Background: an optimization exercise with open tools, aiming at small area and a short achievable clock period. Do not read the settings as production practice. In this exercise RTL edits were held to simulation tests only and were not proved equivalent to the original. The clock input has no modelled driver; a real chip could not lean on it and would need a root buffer or a full tree. No activity file was given, so power comes from the tool's default toggle rates.

Setup of run A:
==> flow/design.v <==
module memory_unit(
    input CLK, RESET,  
    input [3:0] ADDR,  
    input [7:0] DATA_IN,  
    input READ, WRITE,  
    input [7:0] SEARCH_KEY,  
    output reg [7:0] DATA_OUT,  
    output reg [7:0] SEARCH_RESULT  
);
reg [7:0] dasd_memory [0:15];  
reg [7:0] cam_key [0:7];       
genvar g, b;
wire nrd, nwr, nwen;
wire [3:0] na;
g_inv u_nrd (.a(READ), .y(nrd));
g_inv u_nwr (.a(WRITE), .y(nwr));
generate
    for (g = 0; g < 4; g = g + 1) begin : ainv
        g_inv u_na (.a(ADDR[g]), .y(na[g]));
    end
endgenerate
g_or3 u_nwen (.a(RESET), .b(READ), .c(nwr), .y(nwen));
wire [3:0] pa;
g_nor2 u_pa0 (.a(ADDR[1]), .b(ADDR[0]), .y(pa[0]));
g_nor2 u_pa1 (.a(ADDR[1]), .b(na[0]), .y(pa[1]));
g_nor2 u_pa2 (.a(na[1]), .b(ADDR[0]), .y(pa[2]));
g_nor2 u_pa3 (.a(na[1]), .b(na[0]), .y(pa[3]));
wire [3:0] wq, rq;
g_nor3 u_wq0 (.a(nwen), .b(ADDR[3]), .c(ADDR[2]), .y(wq[0]));
g_nor3 u_wq1 (.a(nwen), .b(ADDR[3]), .c(na[2]), .y(wq[1]));
g_nor3 u_wq2 (.a(nwen), .b(na[3]), .c(ADDR[2]), .y(wq[2]));
g_nor3 u_wq3 (.a(nwen), .b(na[3]), .c(na[2]), .y(wq[3]));
g_nor3 u_rq0 (.a(nrd), .b(ADDR[3]), .c(ADDR[2]), .y(rq[0]));
g_nor3 u_rq1 (.a(nrd), .b(ADDR[3]), .c(na[2]), .y(rq[1]));
g_nor3 u_rq2 (.a(nrd), .b(na[3]), .c(ADDR[2]), .y(rq[2]));
g_nor3 u_rq3 (.a(nrd), .b(na[3]), .c(na[2]), .y(rq[3]));
wire [15:0] we_d, rsel;
wire [7:0] we_k;
generate
    for (g = 0; g < 16; g = g + 1) begin : word
        g_and2 u_we (.a(pa[g % 4]), .b(wq[g / 4]), .y(we_d[g]));
        g_and2 u_rs (.a(pa[g % 4]), .b(rq[g / 4]), .y(rsel[g]));
        always @(posedge CLK)
            if (we_d[g])
                dasd_memory[g] <= DATA_IN;
    end
    for (g = 0; g < 8; g = g + 1) begin : key
        g_and2 u_we (.a(pa[g % 4]), .b(wq[g / 4]), .y(we_k[g]));
        always @(posedge CLK)
            if (we_k[g])
                cam_key[g] <= SEARCH_KEY;
    end
endgenerate
wire [7:0] nlo, nhi, nm, mr;
generate
    for (g = 0; g < 8; g = g + 1) begin : cmp
        wire [7:0] eq;
        for (b = 0; b < 8; b = b + 1) begin : bit_eq
            g_xnor2 u_eq (.a(cam_key[g][b]), .b(SEARCH_KEY[b]), .y(eq[b]));
        end
        g_nand4 u_lo (.a(eq[0]), .b(eq[1]), .c(eq[2]), .d(eq[3]), .y(nlo[g]));
        g_nand4 u_hi (.a(eq[4]), .b(eq[5]), .c(eq[6]), .d(eq[7]), .y(nhi[g]));
        g_or2 u_nm (.a(nlo[g]), .b(nhi[g]), .y(nm[g]));                
        g_nor3 u_mr (.a(nlo[g]), .b(nhi[g]), .c(nrd), .y(mr[g]));      
    end
endgenerate
wire [7:0] ssel;
wire z47, z13;
g_and4 u_z47 (.a(nm[4]), .b(nm[5]), .c(nm[6]), .d(nm[7]), .y(z47));
g_and3 u_z13 (.a(nm[1]), .b(nm[2]), .c(nm[3]), .y(z13));
assign ssel[7] = mr[7];
g_and2 u_s6 (.a(mr[6]), .b(nm[7]), .y(ssel[6]));
g_and3 u_s5 (.a(mr[5]), .b(nm[6]), .c(nm[7]), .y(ssel[5]));
g_and4 u_s4 (.a(mr[4]), .b(nm[5]), .c(nm[6]), .d(nm[7]), .y(ssel[4]));
g_and2 u_s3 (.a(mr[3]), .b(z47), .y(ssel[3]));
g_and3 u_s2 (.a(mr[2]), .b(z47), .c(nm[3]), .y(ssel[2]));
g_and4 u_s1 (.a(mr[1]), .b(z47), .c(nm[3]), .d(nm[2]), .y(ssel[1]));
g_and3 u_s0 (.a(mr[0]), .b(z47), .c(z13), .y(ssel[0]));
wire [7:0] dout_d, sres_d;
generate
    for (b = 0; b < 8; b = b + 1) begin : bits
        wire [15:0] v;
        for (g = 0; g < 16; g = g + 1) begin : w
            assign v[g] = dasd_memory[g][b];
        end
        wire [3:0] s;
        for (g = 0; g < 4; g = g + 1) begin : spair
            g_a22oi u_s (.a1(ssel[2 * g]), .a2(v[2 * g]), .b1(ssel[2 * g + 1]), .b2(v[2 * g + 1]), .y(s[g]));
        end
        wire sh, sx;
        g_nand2 u_sh (.a(nrd), .b(SEARCH_RESULT[b]), .y(sh));
        g_and2 u_sx (.a(s[3]), .b(sh), .y(sx));
        g_nand4 u_sy (.a(s[0]), .b(s[1]), .c(s[2]), .d(sx), .y(sres_d[b]));
        wire [7:0] t;
        for (g = 0; g < 8; g = g + 1) begin : dpair
            g_a22oi u_t (.a1(rsel[2 * g]), .a2(v[2 * g]), .b1(rsel[2 * g + 1]), .b2(v[2 * g + 1]), .y(t[g]));
        end
        wire e0, e1, dh;
        g_nand4 u_e0 (.a(t[0]), .b(t[1]), .c(t[2]), .d(t[3]), .y(e0));
        g_nand4 u_e1 (.a(t[4]), .b(t[5]), .c(t[6]), .d(t[7]), .y(e1));
        g_and2 u_dh (.a(nrd), .b(DATA_OUT[b]), .y(dh));
        g_or3 u_dy (.a(e0), .b(e1), .c(dh), .y(dout_d[b]));
    end
endgenerate
always @(posedge CLK or posedge RESET) begin
    if (RESET) begin
        DATA_OUT <= 8'd0;
        SEARCH_RESULT <= 8'd0;
    end else begin
        DATA_OUT <= dout_d;
        SEARCH_RESULT <= sres_d;
    end
end
endmodule
module g_inv(input a, output y);
    assign y = ~a;
endmodule
module g_xnor2(input a, input b, output y);
    assign y = ~(a ^ b);
endmodule
module g_nand2(input a, input b, output y);
    assign y = ~(a & b);
endmodule
module g_nand4(input a, input b, input c, input d, output y);
    assign y = ~(a & b & c & d);
endmodule
module g_nor2(input a, input b, output y);
    assign y = ~(a | b);
endmodule
module g_nor3(input a, input b, input c, output y);
    assign y = ~(a | b | c);
endmodule
module g_or2(input a, input b, output y);
    assign y = a | b;
endmodule
module g_or3(input a, input b, input c, output y);
    assign y = a | b | c;
endmodule
module g_and2(input a, input b, output y);
    assign y = a & b;
endmodule
module g_and3(input a, input b, input c, output y);
    assign y = a & b & c;
endmodule
module g_and4(input a, input b, input c, input d, output y);
    assign y = a & b & c & d;
endmodule
module g_a22oi(input a1, input a2, input b1, input b2, output y);
    assign y = ~(a1 & a2 | b1 & b2);
endmodule
==> flow/config.mk <==
export PLATFORM = sky130hd
export DESIGN_NAME = memory_unit
export DESIGN_NICKNAME = memory_unit
export VERILOG_FILES = /design/flow/design.v
export SDC_FILE = /design/flow/constraint.sdc
export NUM_CORES = 4
export LEC_CHECK = 0
export CAP_MARGIN = 20
export CORE_MARGIN = 2
export CORE_UTILIZATION = 40
export SETUP_SLACK_MARGIN = 2.2
export SLEW_MARGIN = 20
export SYNTH_HIERARCHICAL = 1
==> flow/constraint.sdc <==
create_clock -name core_clock -period 4.0 [get_ports {CLK}]
set_input_delay 0.8000 -clock core_clock [delete_from_list [all_inputs] [get_ports {CLK}]]
set_output_delay 0.8000 -clock core_clock [all_outputs]
set_load 0.01 [all_outputs]
standard.sh (not shown) runs the stock make flow with config.mk's settings and CLKGATE_MAP_FILE= SYNTH_SCRIPT=/design/flow/synth_recipe.tcl, a recipe that flattens the netlist after the stock synthesis.
==> flow/flow/run.sh <==
#!/bin/bash
# Own layout flow: the standard synthesis, then the standard ORFS steps with
# extra make variables (flow/make_args.txt, one NAME=VALUE per line; @FLOW@ is
# replaced by this folder's absolute path, for hook scripts).
set -uo pipefail
here=$(cd "$(dirname "$0")" && pwd)
mapfile -t args < <(grep -v '^\s*#' "$here/make_args.txt" | grep -v '^\s*$' | sed "s#@FLOW@#$here#g")
printf '%s\n' "${args[@]}" > make_args_used.log
bash standard.sh synth > synth.log 2>&1 || exit 1
bash standard.sh "${args[@]}" finish > layout.log 2>&1
==> flow/flow/make_args.txt <==
MATCH_CELL_FOOTPRINT=0
BUFFER_PORTS_ARGS=-buffer_cell sky130_fd_sc_hd__buf_2
CTS_ARGS=-sink_clustering_enable -repair_clock_nets -dont_use_dummy_load -buf_list sky130_fd_sc_hd__clkbuf_16 -sink_clustering_size 24 -sink_clustering_max_diameter 80
PRE_FLOORPLAN_TCL=@FLOW@/downsize.tcl
POST_CTS_TCL=@FLOW@/post_cts.tcl
SKIP_CTS_REPAIR_TIMING=1
==> flow/flow/post_cts.tcl <==
# Flatten the clock tree to two levels: the root buffer (the only cell the CLK
# port drives) drives the leaf buffers directly, which drive the registers. The
# branching buffers between them are removed, and the root is a clkbuf_16. All
# registers keep the same number of buffers on their clock path.
set block [ord::get_db_block]
proc out_net {inst} {
  foreach it [$inst getITerms] { if {[$it isOutputSignal]} { return [$it getNet] } }
  return ""
}
proc is_clkbuf {inst} { string match sky130_fd_sc_hd__clkbuf_* [[$inst getMaster] getName] }
set clk [$block findNet CLK]
set root ""
foreach it [$clk getITerms] { set root [$it getInst] }
set n0 [out_net $root]
set changed 1
while {$changed} {
  set changed 0
  foreach it [$n0 getITerms] {
    if {![$it isInputSignal]} { continue }
    set b [$it getInst]
    if {![is_clkbuf $b]} { continue }
    set n1 [out_net $b]
    # collapse b only if everything it drives is a clock buffer
    set all_bufs 1
    foreach l [$n1 getITerms] {
      if {[$l isInputSignal] && ![is_clkbuf [$l getInst]]} { set all_bufs 0 }
    }
    if {!$all_bufs} { continue }
    foreach l [$n1 getITerms] {
      if {[$l isInputSignal]} { $l disconnect; $l connect $n0 }
    }
    foreach bt [$b getITerms] { $bt disconnect }
    odb::dbInst_destroy $b
    odb::dbNet_destroy $n1
    set changed 1
    break
  }
}
$root swapMaster [[ord::get_db] findMaster sky130_fd_sc_hd__clkbuf_16]
puts "post_cts: root [$root getName] drives [expr {[llength [$n0 getITerms]] - 1}] clock buffers"
detailed_placement
check_placement -verbose
==> flow/flow/pre_cts.tcl <==
# Upsize the output port buffers.
set block [ord::get_db_block]
set master_buf [[ord::get_db] findMaster sky130_fd_sc_hd__buf_4]
foreach bterm [$block getBTerms] {
  if {[$bterm getIoType] ne "OUTPUT"} { continue }
  foreach iterm [[$bterm getNet] getITerms] {
    if {[$iterm isOutputSignal]} { [$iterm getInst] swapMaster $master_buf }
  }
}
Other scripts of this flow, unchanged in this note and not shown: flow/flow/downsize.tcl
Run A: done, clean on timing, DRC and antenna
Input changes introduced in run B (baseline for comparison: run A):
==> flow/flow/make_args.txt <==
MATCH_CELL_FOOTPRINT=0
BUFFER_PORTS_ARGS=-buffer_cell sky130_fd_sc_hd__buf_2
CTS_ARGS=-sink_clustering_enable -repair_clock_nets -dont_use_dummy_load -buf_list sky130_fd_sc_hd__clkbuf_8 -sink_clustering_size 16 -sink_clustering_max_diameter 50
PRE_FLOORPLAN_TCL=@FLOW@/downsize.tcl
==> summary.txt <==
- Hold slack (higher): run A
- Total power of the final layout: run B lower than run A
- Run B: remaining max-slew budget at the tightest pin 1.5 points below run A
- There was hardly any difference in wire length between run B and run A.
- Against run A as the reference, run B delivers a higher met1 routing resource usage after global routing.
- Synthesized net count came out exactly the same in run B and run A.
- Changes observed in run B relative to run A: multi-input combinational cell area rose by 1.1%, number of global-route vias before repair increased by about 4.7% relative to the old numbers, smallest setup slack after layout +130 ps.
Edits applied to the flow inputs when going from run B to run C:
removed: flow/flow/post_cts.tcl
removed: flow/flow/pre_cts.tcl
Findings:
In terms of fraction of power consumed by combinational cells, run C and run B differ only marginally. The clock power share on run C is in line with that on run B. The combinational-cell power consumption of run C and that of run B are within noise of each other. Run C -> run B: max-slew violation count delta 0, exact match. Number of resized instances in the post-cts repair step: run C vs run B identical. Diff run B..run C | aggregate routed wire length | unchanged. | transition time at the pin with the least slew margin | run B vs run C | ≈ equal |. Reported for run B and run C, non-clock inverter instance count of the final layout turned out identical to the last digit. From run C to run B, critical path depth did not move at all. From run B to run C, cell count after synthesis did not move at all. There was hardly any difference in post-layout worst setup margin between run B and run C.

[static timing again, ports no longer ideal]
How much do the figures lean on ideal ports? The routed layouts below were timed once more, with nothing changed but the port constraints.
Step 1 assumes that a clkbuf_16 drives the clock port and a buf_2 every other input.
Step 2 also shifts input and output timing later by t, the mid clock arrival at the registers, as if the neighbouring blocks saw the same clock.
a / b / c = ideal / step 1 / step 2; a / b = the first two.
| run | t (ns) | slack for setup (ns) | hold slack, ns |
|---|---|---|---|
| run A | 0.424 | 1.917 / 1.837 / 1.412 | 0.528 / 0.521 / 0.528 |
| run B | 0.528 | 2.049 / 2.037 / 1.508 | 0.384 / 0.379 / 0.497 |
| run C | 0.528 | 2.049 / 2.037 / 1.508 | 0.384 / 0.379 / 0.497 |
After both steps every run listed still meets setup and hold.
